Context: an optimization exercise on an open-source flow, tuned for small area. The choices shown serve that exercise and are no tape-out recipe.
RTL that was checked went through simulation tests only; none was proved equivalent to the original.
For runs 2 and 3, only the layout was checked, not whether the RTL still works.

**flow/design.v**
```verilog
module Ascending_Sorter_3inputs_8bits(min, mid, max, 
                                      in0, in1, in2,
                                      clk);
    input   wire        clk;
    input   wire [7:0]  in0, in1, in2;
    output  reg  [7:0]  min, mid, max;
    reg [7:0] rin0, rin1, rin2;
    reg       cmp0, cmp1, cmp2;   
    always @(posedge clk) begin
        rin0 <= in0;
        rin1 <= in1;
        rin2 <= in2;
        cmp0 <= (in0 < in1);
        cmp1 <= (in1 < in2);
        cmp2 <= (in2 < in0);
        case ({cmp0, cmp1, cmp2})
            3'b110: begin min <= rin0; mid <= rin1; max <= rin2; end 
            3'b100: begin min <= rin0; mid <= rin2; max <= rin1; end 
            3'b010: begin min <= rin1; mid <= rin0; max <= rin2; end 
            3'b011: begin min <= rin1; mid <= rin2; max <= rin0; end 
            3'b101: begin min <= rin2; mid <= rin0; max <= rin1; end 
            3'b001: begin min <= rin2; mid <= rin1; max <= rin0; end 
            default: begin min <= rin0; mid <= rin1; max <= rin2; end
        endcase
    end 
endmodule
module Median_Finder_9inputs_8bits(
    output wire [7:0] median_pixel,
    output wire       out_valid,
    input  wire [7:0] pixel0, pixel1, pixel2,
    input  wire [7:0] pixel3, pixel4, pixel5,
    input  wire [7:0] pixel6, pixel7, pixel8,
    input  wire       in_valid,
    input  wire       rst,
    input  wire       clk
);
    wire    [7:0] wmin0, wmid0, wmax0;
    wire    [7:0] wmin1, wmid1, wmax1;
    wire    [7:0] wmin2, wmid2, wmax2;
    wire    [7:0] wmax_col0, wmid_col1, wmin_col2;
    reg     [5:0] valid_pipe;
    always @(posedge clk) begin
        if (rst)
            valid_pipe <= 6'b0;
        else
            valid_pipe <= {valid_pipe[4:0], in_valid};
    end
    assign out_valid = valid_pipe[5];
    Ascending_Sorter_3inputs_8bits Row0(
        .min(wmin0), .mid(wmid0), .max(wmax0),
        .in0(pixel0), .in1(pixel1), .in2(pixel2),
        .clk(clk)
    );
    Ascending_Sorter_3inputs_8bits Row1(
        .min(wmin1), .mid(wmid1), .max(wmax1),
        .in0(pixel3), .in1(pixel4), .in2(pixel5),
        .clk(clk)
    );
    Ascending_Sorter_3inputs_8bits Row2(
        .min(wmin2), .mid(wmid2), .max(wmax2),
        .in0(pixel6), .in1(pixel7), .in2(pixel8),
        .clk(clk)
    );
    Ascending_Sorter_3inputs_8bits FindMax(
        .min(), .mid(), .max(wmax_col0),
        .in0(wmin0), .in1(wmin1), .in2(wmin2),        
        .clk(clk)
    );
    Ascending_Sorter_3inputs_8bits FindMid(
        .min(), .mid(wmid_col1), .max(),
        .in0(wmid0), .in1(wmid1), .in2(wmid2),        
        .clk(clk)
    );
    Ascending_Sorter_3inputs_8bits FindMin(
        .min(wmin_col2), .mid(), .max(),
        .in0(wmax0), .in1(wmax1), .in2(wmax2),        
        .clk(clk)
    );
    Ascending_Sorter_3inputs_8bits FindMedian(
        .min(), .mid(median_pixel), .max(),
        .in0(wmax_col0), .in1(wmid_col1), .in2(wmin_col2),
        .clk(clk)
    );
endmodule
```
**flow/run.sh**
```bash
#!/bin/bash
# synth_recipe.tcl (not shown) runs the flow's synth.tcl, then flattens the netlist and writes it again
# the make line also repeats each setting of config.mk as NAME=value (left out here)
make -C /OpenROAD-flow-scripts/flow DESIGN_CONFIG=/design/flow/config.mk WORK_HOME=/design/flow/orfs CLKGATE_MAP_FILE= SYNTH_SCRIPT=/design/flow/synth_recipe.tcl finish
```
**flow/config.mk**
```make
export PLATFORM = sky130hd
export DESIGN_NAME = Median_Finder_9inputs_8bits
export DESIGN_NICKNAME = Median_Finder_9inputs_8bits
export VERILOG_FILES = /design/flow/design.v
export SDC_FILE = /design/flow/constraint.sdc
export NUM_CORES = 4
export LEC_CHECK = 0
export CAP_MARGIN = 20
export CORE_MARGIN = 2
export CORE_UTILIZATION = 40
export SLEW_MARGIN = 20
```
**flow/constraint.sdc**
```tcl
create_clock -name core_clock -period 2.5 [get_ports {clk}]
set_input_delay 0.5000 -clock core_clock [delete_from_list [all_inputs] [get_ports {clk}]]
set_output_delay 0.5000 -clock core_clock [all_outputs]
set_load 0.01 [all_outputs]
```
==> results.toml, run 1 <==
[drt]
ant_nets = 0
vias = 9299
route.detailed.drc = 0
first_pass_iters = 5
vias_per_cell = 5.13
first_iter_violations = 528
wl_mm = 28.3
routedWlPerCell_um = 15.6

[sta]
timing.fmax_ghz = 0.545
setup_viol = 0
fin_crit_sh_pct = 73.3
tns_ps = 0
hold_viol_final = 0
finClkSkew_ps = 10.8
drv_slew = 0
rsz0062_at_grt = "false"
tightest_slew_ps = 637
fin_ws_ps = 667
worst_hold_slack_ps = 370
slew_headroom_pct = 57.5
period_minus_slack_ps = 1830

[global_route]
grt_first_pass_wirelength_mm = 45.8
grt_max_degree = 49
grt_pass1_vias = 8915
overflow = 0
track_usage_pct = 17.2
antenna_found_initial = 0

[synth]
synth_cell_types = 28
synth_warnings = 2
synth_top_area_share_pct = 47.1
synth_nets = 1531
synth.area.top_cells = "dfxtp_1 (47%), ha_1 (14%), a211oi_1 (4.5%), inv_1 (4.3%), a21oi_1 (4.1%)"
ys_seq_area_share_pct = 47.1
syn-cell-area_sq_um = 12700
syn_inst = 1309
synth_top_area_cell = "dfxtp_1"
ys_ff_latch = 299
syn_avg_cell_area_sq_um = 9.72

[clocking]
clock_latency_ps = 510
ctsResizeCount = 0
cts_buffers = 34
cts.clk_slew.worst_paths_ps = 60
clockBufferDepth = 3
cts.htree.levels = 2
post-cts-setup-buffers = 0
cts_hold_buf = 0
clock-sinks = 299
cts_tree = "yes"
clock-root-buffer = "clkbuf_16"

[worst_setup_path]
path_class = "reg -> out"
path_cells = "clkdlybuf4s50_1"
cp_slowest_stage_delay_ps = 530
critPathLaunch = "FindMedian.mid[0]"
crit_fanout = 1
worstSetupStartpointType = "register"
crit_slowest_cell = "clkdlybuf4s50_1"
crit_required_ps = 2000
crit_family = "buffers and inverters"
path_buf_inv = 1
r2r-start = "Row0.cmp1"
arrival_ps = 1330
endpoint_kind = "output pin"

[floorplan]
start_util_pct = 40.5
core_sq_um = 31400
die_area_sq_um = 33200
io_pins = 84
die_w_um = 182
die_y_um = 182
fp-row-count = 65

[hold_path]
hold_start = "FindMid.mid[0]"
hold_path.class = "reg -> reg"

[layout]
fillers = 2879
final_common_cell = "dfxtp_1"
multi_input_area_sq_um = 5900
layout.nets = 1608
layout-drive-gt1-share_pct = 5.39
area_delta_synth_final_pct = 18.8
num_antenna_cells = 0
register_area_sq_um = 5990
final_cell_mix = "dfxtp_1 (299), inv_1 (147), ha_1 (147), a21oi_1 (103), clkdlybuf4s50_1 (83)"

[placement]
hpwl_mm = 21.9
portBuffers = 83
gp_congestion = 0.859
place_ws_ps = 458

[flow_run]
drv_cap = 0

[outcome]
status = "finished clean"
synth_stat cells:
library cell,instances
buf_6,3
o22a_1,33
buf_2,19
nand3_1,1
a41oi_1,14
o211ai_1,14
nand2b_1,50
a21o_1,29
mux2_2,1
a21oi_1,103
inv_1,147
mux2i_1,33
o21ai_1,24
nor2b_1,56
o21ai_0,37
buf_4,3
mux2_4,1
clkbuf_1,30
a211oi_1,76
buf_1,4
o31a_1,1
nand4_1,6
o22ai_1,76
nor2_1,73
dfxtp_1,299
nand2_1,23
ha_1,147
nor3_1,6
worst register-to-register path, delay by kind of cell, from the launching register on:
family | cells | cell delay (ps)
simple gates | 2 | 770
flops | 1 | 540
compound gates | 2 | 330
per-layer routing:
| metal | part of all wire [%] | GRT usage (%) | vias up | routed length, um |
|---|---|---|---|---|
| met1 | 48 | 23.1 | 4280 | 13400 |
| met3 | 3.8 | 2.51 | 56 | 1090 |
| met5 | 0 | 0 | - | 0 |
| met4 | 3.3 | 6.45 | 0 | 925 |
| li1 | - | - | 4785 | - |
| met2 | 45 | 28.2 | 178 | 12800 |
cell type report:
class | instances | area share (%)
Inverter | 147 | 3.65
Clock buffer | 47 | 6.77
Multi-Input combinational cell | 804 | 39.1
Clock inverter | 14 | 1.25
Timing Repair Buffer | 100 | 6.34
Tap cell | 402 | 3.33
Sequential cell | 299 | 39.6
logic make-up (layout without fill, tap and decap cells):
logic type	after synthesis	count (layout)	synth area share, %
flip-flops	299	299	47.1
adder cells (fa/ha/maj)	147	147	14.5
AO/OA/AOI/OAI	407	407	20.5
AND/OR/NAND/NOR	215	215	8.62
buffers and inverters	206	308	6.53
multiplexers	35	35	2.80
worst paths after layout:
check	end	slack [ps]	cells past startpoint
setup / recovery	median_pixel[0]	670	1
hold / removal	FindMedian.rin1[0]	370	0
setup reg to reg	Row0.mid[7]	740	4
hold reg to reg	FindMedian.rin1[0]	370	0
metrics by stage:
step / util, % / cells / cell area [sq um]
finish: 48.1 / 1813 / 15100
CTS: 48.1 / 1813 / 15100
floorplan: - / 1309 / 12700
detailed placement: 44.3 / 1752 / 13900
global placement: 44.3 / 1752 / 13900
global route: 48.1 / 1813 / 15100
==> run 2: changes to the inputs <==
==> flow/design.v (replaced) <==
module Median9_Bit(
    input  wire [8:0] b,
    output wire       m
);
    wire lo0 = b[0] & b[1] & b[2];
    wire lo1 = b[3] & b[4] & b[5];
    wire lo2 = b[6] & b[7] & b[8];
    wire hi0 = b[0] | b[1] | b[2];
    wire hi1 = b[3] | b[4] | b[5];
    wire hi2 = b[6] | b[7] | b[8];
    wire md0 = (b[0] & b[1]) | (b[1] & b[2]) | (b[0] & b[2]);
    wire md1 = (b[3] & b[4]) | (b[4] & b[5]) | (b[3] & b[5]);
    wire md2 = (b[6] & b[7]) | (b[7] & b[8]) | (b[6] & b[8]);
    wire a   = lo0 | lo1 | lo2;
    wire c   = hi0 & hi1 & hi2;
    wire d   = (md0 & md1) | (md1 & md2) | (md0 & md2);
    assign m = (a & c) | (c & d) | (a & d);
endmodule
module Median9_Level #(parameter integer B = 7) (
    input  wire [71:0] vin,
    output wire        med,
    output wire [71:0] vout
);
    wire [8:0] top;
    genvar i;
    generate
        for (i = 0; i < 9; i = i + 1) begin : g_top
            assign top[i] = vin[i*8 + B];
        end
    endgenerate
    Median9_Bit u_maj(.b(top), .m(med));
    generate
        for (i = 0; i < 9; i = i + 1) begin : g_force
            wire up = top[i] & ~med;    
            wire dn = ~top[i] & med;    
            if (B > 0) begin : g_lo
                assign vout[i*8 +: B] = ({B{up}} | vin[i*8 +: B]) & ~{B{dn}};
            end
            assign vout[i*8 + B +: 8 - B] = vin[i*8 + B +: 8 - B];
        end
    endgenerate
endmodule
module Median_Finder_9inputs_8bits(
    output wire [7:0] median_pixel,
    output wire       out_valid,
    input  wire [7:0] pixel0, pixel1, pixel2,
    input  wire [7:0] pixel3, pixel4, pixel5,
    input  wire [7:0] pixel6, pixel7, pixel8,
    input  wire       in_valid,
    input  wire       rst,
    input  wire       clk
);
    localparam integer K = 3;    
    reg valid_q;
    always @(posedge clk) begin
        if (rst) valid_q <= 1'b0;
        else     valid_q <= in_valid;
    end
    assign out_valid = valid_q;
    wire [71:0] st [0:8];
    wire [7:0]  med;
    assign st[8] = {pixel8, pixel7, pixel6, pixel5, pixel4,
                    pixel3, pixel2, pixel1, pixel0};
    wire [71:0] lvl_out [0:7];
    genvar b, i;
    generate
        for (b = 7; b >= 0; b = b - 1) begin : g_lvl
            Median9_Level #(.B(b)) u_lvl(.vin(st[b+1]), .med(med[b]), .vout(lvl_out[b]));
            if (b == K) begin : g_cut
                reg [9*K-1:0] q;
                for (i = 0; i < 9; i = i + 1) begin : g_q
                    always @(posedge clk) q[i*K +: K] <= lvl_out[b][i*8 +: K];
                    assign st[b][i*8 +: 8] = {{(8-K){1'b0}}, q[i*K +: K]};
                end
            end else begin : g_wire
                assign st[b] = lvl_out[b];
            end
        end
    endgenerate
    reg [7-K:0] med_hi_q;
    always @(posedge clk) med_hi_q <= med[7:K];
    assign median_pixel = {med_hi_q, med[K-1:0]};
endmodule
==> results.toml, run 2 <==
[sta]
setup_viol = 34
tns_ps = -157900
hold_viol_final = 0
drv_slew = 0
timing.fmax_ghz = 0.128
slew_headroom_pct = 58.7
rsz0062_at_grt = "true"
fin_ws_ps = -5310
fin_crit_sh_pct = 312
tightest_slew_ps = 612
worst_hold_slack_ps = 748
period_minus_slack_ps = 7810

[synth]
ys_seq_area_share_pct = 13.0
syn-cell-area_sq_um = 5080
synth_top_area_cell = "maj3_1"
synth_commonest_cells = "maj3_1 (120), nand2_1 (97), a21oi_1 (71), nor2_1 (66), o21ai_0 (47)"
synth_xor_area_share_pct = 0
synth_cell_types = 68
synth_mux_area_share_pct = 0
yosysMostFrequentCell = "maj3_1"
synth_top_area_share_pct = 23.6
ys_async_sr_fraction_pct = 0
ys_ff_latch = 33
syn_avg_cell_area_sq_um = 7.07
synth.area.top_cells = "maj3_1 (24%), dfxtp_1 (13%), nand2_1 (7.2%), a21oi_1 (7.0%), nor2_1 (4.9%)"
synthAdderAreaFrac_pct = 27.6
synthSimpleGateAreaFrac_pct = 19.9
synth_compound_area_share_pct = 33.3
synth_edf_count = 0
synth_warnings = 1
synth_nets = 794
synth_top_family_by_area = "compound AO/OA/AOI/OAI gates"
ys.flop_type = "dfxtp_1"
syn_inst = 719

[clocking]
clock-sinks = 33
cts.clk_slew.worst_paths_ps = 50
clockBufferDepth = 2
cts_tree = "yes"
cts.htree.levels = 2
clock-root-buffer = "clkbuf_16"
cts_buffers = 5

[layout]
top_regs = "g_lvl.g_cut.q (27), med_hi_q (5), valid_q (1)"
final_cell_mix = "buf_4 (243), nand2_1 (92), maj3_1 (92), clkdlybuf4s50_1 (74), a21oi_1 (65)"
register_area_sq_um = 661
final_area_sq_um = 8830
multi_input_area_sq_um = 4830
largest_reg_flops = 27
fillers = 997
top_register = "g_lvl.g_cut.q"
final_common_cell = "buf_4"
layout.cells.non_filler = 1198
num_antenna_cells = 0
layout-drive-gt1-share_pct = 41.6
area_delta_synth_final_pct = 73.8
layout.nets = 1100

[worst_setup_path]
crit_required_ps = 2660
endpoint_kind = "register"
path_class = "in -> reg"
worstSetupStartpointType = "input port"
crit_family = "compound AO/OA/AOI/OAI gates"
arrival_ps = 7970
path_buf_inv = 12
crit_fanout = 21
cp_slowest_stage_delay_ps = 400
crit_slowest_cell = "o31a_4"
crit_top_cell = "buf_4"

[placement]
hpwl_mm = 15.4
gp_congestion = 1.01
portBuffers = 83
placed_area_sq_um = 7790
place_inst = 1149

[floorplan]
fp-row-count = 41
die_y_um = 117
die_w_um = 117
die_area_sq_um = 13600
core_sq_um = 12500
start_util_pct = 40.6
io_pins = 84

[global_route]
grt_max_degree = 31
track_usage_pct = 28.1
met1_usage_pct = 32.2
grt_pass1_vias = 6381
grt_first_pass_wirelength_mm = 30.3
top_usage_layer = "met2"
grt.met3_usage_pct = 2.08
met2_usage_pct = 52.7
antenna_found_initial = 0
overflow = 0

[drt]
routedWlPerCell_um = 16.5
first_iter_violations = 382
first_pass_iters = 5
ant_nets = 0
route.detailed.drc = 0
wl_mm = 19.8
vias_per_cell = 5.63
vias = 6748

[hold_path]
hold_path.class = "in -> reg"

[outcome]
status = "complete, but fails checks"
so_faults = "negative setup slack"

[flow_run]
drv_cap = 0
-- run 2: changes by cell type after synthesis, moves of 32 or more --
cell	before	now
dfxtp_1	299	33
ha_1	147	0
inv_1	147	14
maj3_1	0	120
nand2_1	23	97
a211oi_1	76	5
o22ai_1	76	14
nor2b_1	56	3
nand2b_1	50	4
mux2i_1	33	0
a21oi_1	103	71
-- run 2: repair_timing --
action,in CTS,in global routing
pin swaps,62,14
setup buffers,33,8
cloned,2,0
hold buffers,0,0
setup endpoints to repair,34,34
gates resized for setup,135,18
-- run 2: per-stage QoR --
step | setup WS, ps | utilization, %
after floorplan | -5200 | -
after global placement | -6040 | 62.3
after detailed placement | -6150 | 62.3
after CTS | -5120 | 69.3
after global routing | -5590 | 70.6
final | -5310 | 70.6
-- run 2: path summary, 6_finish.rpt --
kind | startpoint | end | cells past startpoint
worst max-delay path | pixel8[7] | g_lvl[3].g_cut.q[10] | 38
worst min-delay path | rst | valid_q | 2
-- run 2: per-layer routing --
| layer | up-vias | part of all wire (%) | routed length (um) |
|---|---|---|---|
| met4 | 0 | 4.6 | 903 |
| met5 | - | 0 | 0 |
| met2 | 219 | 51 | 10200 |
| met1 | 3155 | 40 | 7940 |
| met3 | 66 | 3.8 | 755 |
| li1 | 3308 | - | - |
-- run 2: cell type report --
type / count / share of cell area [%]
well taps: 172 / 2.44
repair buffers: 343 / 32.6
clock buffers: 5 / 1.42
inverters: 18 / 0.878
flip-flops and latches: 33 / 7.48
clock inverters: 3 / 0.524
multi-input cells: 624 / 54.7
-- run 2: cell families after synthesis --
kind of cell | count (synthesis)
AOI/OAI and AO/OA | 255
adders and majority gates | 138
DFF | 33
and+or+nand+nor | 230
buffers and inverters | 63
==> run 3: changes to the inputs <==
==> flow/design.v (replaced) <==
module Median9_Bit(
    input  wire [8:0] b,
    output wire       m
);
    wire lo0 = b[0] & b[1] & b[2];
    wire lo1 = b[3] & b[4] & b[5];
    wire lo2 = b[6] & b[7] & b[8];
    wire hi0 = b[0] | b[1] | b[2];
    wire hi1 = b[3] | b[4] | b[5];
    wire hi2 = b[6] | b[7] | b[8];
    wire md0 = (b[0] & b[1]) | (b[1] & b[2]) | (b[0] & b[2]);
    wire md1 = (b[3] & b[4]) | (b[4] & b[5]) | (b[3] & b[5]);
    wire md2 = (b[6] & b[7]) | (b[7] & b[8]) | (b[6] & b[8]);
    wire a   = lo0 | lo1 | lo2;
    wire c   = hi0 & hi1 & hi2;
    wire d   = (md0 & md1) | (md1 & md2) | (md0 & md2);
    assign m = (a & c) | (c & d) | (a & d);
endmodule
module Median9_Stage #(parameter integer HI = 7, parameter integer LO = 0) (
    input  wire [9*(HI+1)-1:0] vin,
    output reg  [HI:LO]        med,
    output reg  [9*(LO+1)-1:0] vout    
);
    reg [8:0] gt, lt, e;
    integer b, i;
    always @* begin
        gt = 9'b0;
        lt = 9'b0;
        e  = 9'b0;
        for (b = HI; b >= LO; b = b - 1) begin
            for (i = 0; i < 9; i = i + 1)
                e[i] = gt[i] | (vin[i*(HI+1) + b] & ~lt[i]);
            med[b] = maj9(e);
            gt = gt | (e & ~{9{med[b]}});
            lt = lt | (~e & {9{med[b]}});
        end
        vout = {9*(LO+1){1'b0}};
        for (i = 0; i < 9; i = i + 1)
            for (b = 0; b < LO; b = b + 1)
                vout[i*(LO+1) + b] = gt[i] | (vin[i*(HI+1) + b] & ~lt[i]);
    end
    function maj9(input [8:0] x);
        reg a, c, d;
        begin
            a = (&x[2:0]) | (&x[5:3]) | (&x[8:6]);
            c = (|x[2:0]) & (|x[5:3]) & (|x[8:6]);
            d = maj3(maj3(x[0], x[1], x[2]), maj3(x[3], x[4], x[5]), maj3(x[6], x[7], x[8]));
            maj9 = maj3(a, c, d);
        end
    endfunction
    function maj3(input p, input q, input r);
        maj3 = (p & q) | (q & r) | (p & r);
    endfunction
endmodule
module Median_Finder_9inputs_8bits(
    output wire [7:0] median_pixel,
    output wire       out_valid,
    input  wire [7:0] pixel0, pixel1, pixel2,
    input  wire [7:0] pixel3, pixel4, pixel5,
    input  wire [7:0] pixel6, pixel7, pixel8,
    input  wire       in_valid,
    input  wire       rst,
    input  wire       clk
);
    localparam integer C1 = 5;    
    localparam integer C2 = 2;    
    reg [1:0] valid_q;
    always @(posedge clk) begin
        if (rst) valid_q <= 2'b0;
        else     valid_q <= {valid_q[0], in_valid};
    end
    assign out_valid = valid_q[1];
    wire [71:0] v0 = {pixel8, pixel7, pixel6, pixel5, pixel4,
                      pixel3, pixel2, pixel1, pixel0};
    wire [7:C1]      m1;
    wire [9*C1+8:0]  o1;
    Median9_Stage #(.HI(7), .LO(C1)) s1(.vin(v0), .med(m1), .vout(o1));
    reg  [9*C1-1:0]  v1_q;
    reg  [7:C1]      m1_q;
    integer i;
    always @(posedge clk) begin
        for (i = 0; i < 9; i = i + 1) v1_q[i*C1 +: C1] <= o1[i*(C1+1) +: C1];
        m1_q <= m1;
    end
    wire [C1-1:C2]   m2;
    wire [9*C2+8:0]  o2;
    Median9_Stage #(.HI(C1-1), .LO(C2)) s2(.vin(v1_q), .med(m2), .vout(o2));
    reg  [9*C2-1:0]  v2_q;
    reg  [7:C2]      m2_q;
    always @(posedge clk) begin
        for (i = 0; i < 9; i = i + 1) v2_q[i*C2 +: C2] <= o2[i*(C2+1) +: C2];
        m2_q <= {m1_q, m2};
    end
    wire [C2-1:0]    m3;
    wire [8:0]       o3;
    Median9_Stage #(.HI(C2-1), .LO(0)) s3(.vin(v2_q), .med(m3), .vout(o3));
    assign median_pixel = {m2_q, m3};
endmodule
--- a/flow/config.mk
+++ b/flow/config.mk
@@ -7,2 +7,3 @@
 export LEC_CHECK = 0
+export ABC_AREA = 1
 export CAP_MARGIN = 20
==> results.toml, run 3 <==
[outcome]
status = "complete, but fails checks"
so_faults = "negative setup slack"

[sta]
timing.fmax_ghz = 0.287
worst_hold_slack_ps = 330
rsz0062_at_grt = "true"
fin_ws_ps = -985
hold_viol_final = 0
period_minus_slack_ps = 3490
setup_viol = 68
drv_slew = 0
slew_headroom_pct = 77.6
tightest_slew_ps = 332
fin_crit_sh_pct = 139
finClkSkew_ps = 10.4

[synth]
synth_cell_types = 35
syn_inst = 800
ys_async_sr_fraction_pct = 0
yosysMostFrequentCell = "nand2_1"
syn-cell-area_sq_um = 4850
ys_seq_area_share_pct = 30.6
synth_warnings = 4
synth_top_area_share_pct = 30.6
synth_top_area_cell = "dfxtp_1"
syn_avg_cell_area_sq_um = 6.06
ys_ff_latch = 74
synth_commonest_cells = "nand2_1 (275), nand3_1 (170), inv_1 (100), dfxtp_1 (74), nor2_1 (56)"
synth_nets = 875
synth.area.top_cells = "dfxtp_1 (31%), nand2_1 (21%), nand3_1 (18%), inv_1 (7.7%), nor2_1 (4.3%)"
synth_edf_count = 0
ys.flop_type = "dfxtp_1"

[worst_setup_path]
crit_required_ps = 2730
r2r-end = "v2_q[5]"
cp_slowest_stage_delay_ps = 390
endpoint_kind = "register"
path_class = "reg -> reg"
crit_family = "simple AND/OR/NAND/NOR gates"
reg2reg_depth = 26
path_buf_inv = 2
arrival_ps = 3720
r2r-start = "v1_q[4]"
worstSetupStartpointType = "register"
regToRegSetupSlack_ps = -990
crit_fanout = 6
crit_slowest_cell = "dfxtp_4"

[global_route]
track_usage_pct = 31.0
grt_max_degree = 14
antenna_found_initial = 0
overflow = 0
grt_pass1_vias = 6824
grt_first_pass_wirelength_mm = 31.5

[floorplan]
fp-row-count = 40
start_util_pct = 40.7
io_pins = 84
die_y_um = 114
die_w_um = 114
die_area_sq_um = 13000
core_sq_um = 11900

[layout]
area_delta_synth_final_pct = 110
top_regs = "v1_q (45), v2_q (18), m2_q (6)"
layout.nets = 1216
final_common_cell = "buf_4"
top_register = "v1_q"
final_area_sq_um = 10200
num_antenna_cells = 0
utilization_pct = 85.5
final_cell_mix = "buf_4 (212), nand2_1 (169), nand3_2 (78), nand2_2 (73), clkdlybuf4s50_1 (72)"
layout-drive-gt1-share_pct = 59.1
largest_reg_flops = 45
fillers = 580

[flow_run]
drv_cap = 0

[drt]
vias = 7093
vias_per_cell = 5.49
first_pass_iters = 7
routedWlPerCell_um = 18.4
route.detailed.drc = 0
wl_mm = 23.8
first_iter_violations = 419
ant_nets = 0

[clocking]
cts_hold_buf = 0
clockBufferDepth = 2
cts.clk_slew.worst_paths_ps = 60
cts_tree = "yes"
clock_latency_ps = 350
cts.htree.levels = 3
cts_buffers = 9
clock-sinks = 74
clock-root-buffer = "clkbuf_16"

[hold_path]
hold_path.class = "reg -> reg"
whs_endpoint = "m2_q[6]"
hold_start = "m1_q[6]"
hold_path_depth = 0

[placement]
gp_congestion = 0.908
portBuffers = 83
placed_area_sq_um = 7390
hpwl_mm = 12.8
[run 3: changes by cell type in the layout (fill, tap and decap cells not counted), sizes merged, moves of 30 or more]
| cell | delta |
|---|---|
| a21oi | -30 |
| dfxtp | +41 |
| inv | +95 |
| maj3 | -136 |
| nand2 | +207 |
| nand3 | +155 |
| o21ai | -38 |
[run 3: how the worst max path moves through the flow]
| stage | startpoint | end | cells past startpoint |
|---|---|---|---|
| 2_1_floorplan | pixel3[7] | v1_q[20] | 26 |
| 6_report | v1_q[4] | v2_q[5] | 26 |
| 5_1_grt | v1_q[24] | v2_q[17] | 29 |
| 4_1_cts | v1_q[4] | v2_q[17] | 27 |
| 3_3_place_gp | pixel0[7] | v1_q[26] | 27 |
| 3_5_place_dp | pixel8[7] | v1_q[25] | 27 |
[run 3: area by class of cell]
cell class / count / area, sq um / share of cell area (%)
clock buffers: 10 / 239 / 2.35
clock inverters: 6 / 42.5 / 0.417
repair buffers: 328 / 2940 / 28.8
flip-flops and latches: 74 / 1510 / 14.8
well taps: 147 / 184 / 1.81
multi-input cells: 613 / 4810 / 47.2
repair inverters: 1 / 5.00 / 0.0491
inverters: 114 / 467 / 4.58
[run 3: logic make-up after synthesis]
| logic type | count (synthesis) | synth area share [%] |
|---|---|---|
| and+or+nand+nor | 533 | 49.2 |
| buffers and inverters | 121 | 10.2 |
| DFF | 74 | 30.6 |
| AOI/OAI and AO/OA | 70 | 9.63 |
| adders and majority gates | 2 | 0.413 |
[run 3: routing by layer]
metal,global-route usage [%],routed length (um),part of all wire (%),up-vias
li1,-,-,-,3255
met1,27.9,7890,33,3346
met2,61.7,12900,54,332
met3,4.45,1040,4.4,160
met4,22.8,1960,8.2,0
met5,0,0,0,-
[run 3: stage by stage]
stage	cells	worst slack (ps)	TNS, ps
2_1_floorplan	800	-550	-34290
3_3_place_gp	1183	-1660	-91240
3_5_place_dp	1183	-1760	-98460
4_1_cts	1272	-796	-44410
5_1_grt	1293	-1130	-70780
6_report	1293	-985	-61320
[run 3: worst reg2reg max path: stages (launching register included)]
cell     delay [ps]
dfxtp_4         390
nand3_2         110
nand2_2         110
nor2_4           40
or2_4           330
nand2_4         140
nand2_2         120
nand2_1         140
o21ai_4          90
nand2_1          90
nand2_1          70
nand2_2          80
nand2_1          70
nand2_2          90
nand2_4         100
buf_4           160
nand3_1          70
nand3_1         100
nand2_2         160
buf_4           150
nor2_4           50
nor2_4          130
nand2_4         110
nand2_8         150
nand2_8         100
a21oi_4         150
nand2_1          80
[run 3: timing repair]
action | in CTS | in global routing
endpoints found under the setup margin | 68 | 68
cloned | 10 | 1
pin swaps | 129 | 98
gates resized for setup | 347 | 137
buffers inserted | 65 | 21

-- what the ideal ports hide --
Ports are ideal in the flow. The routed layouts listed here were re-timed in OpenROAD. Step 1 sets driving cells, clkbuf_16 on the clock port and buf_2 on the other inputs (assumed; they add their load-dependent delay and slew). Step 2 also shifts input and output timing later by t, the mid clock arrival at the registers, as if the neighbouring blocks saw the same clock. Slacks: ideal ports / drivers / drivers and shift; pairs: ideal ports / drivers.
run | t, ns | slack for setup (ns) | slew at the worst register clock pin (ns)
run 1 | 0.548 | 0.667 / 0.620 / 0.449 | 0.06 / 0.06
run 2 | 0.317 | -5.310 / -5.315 / -5.632 | 0.06 / 0.06
run 3 | 0.386 | -0.985 / -0.985 / -1.346 | 0.06 / 0.06
The setup slack of run 3, which loses most, moves by 0.000 ns with the drivers and by -0.361 ns with both steps.
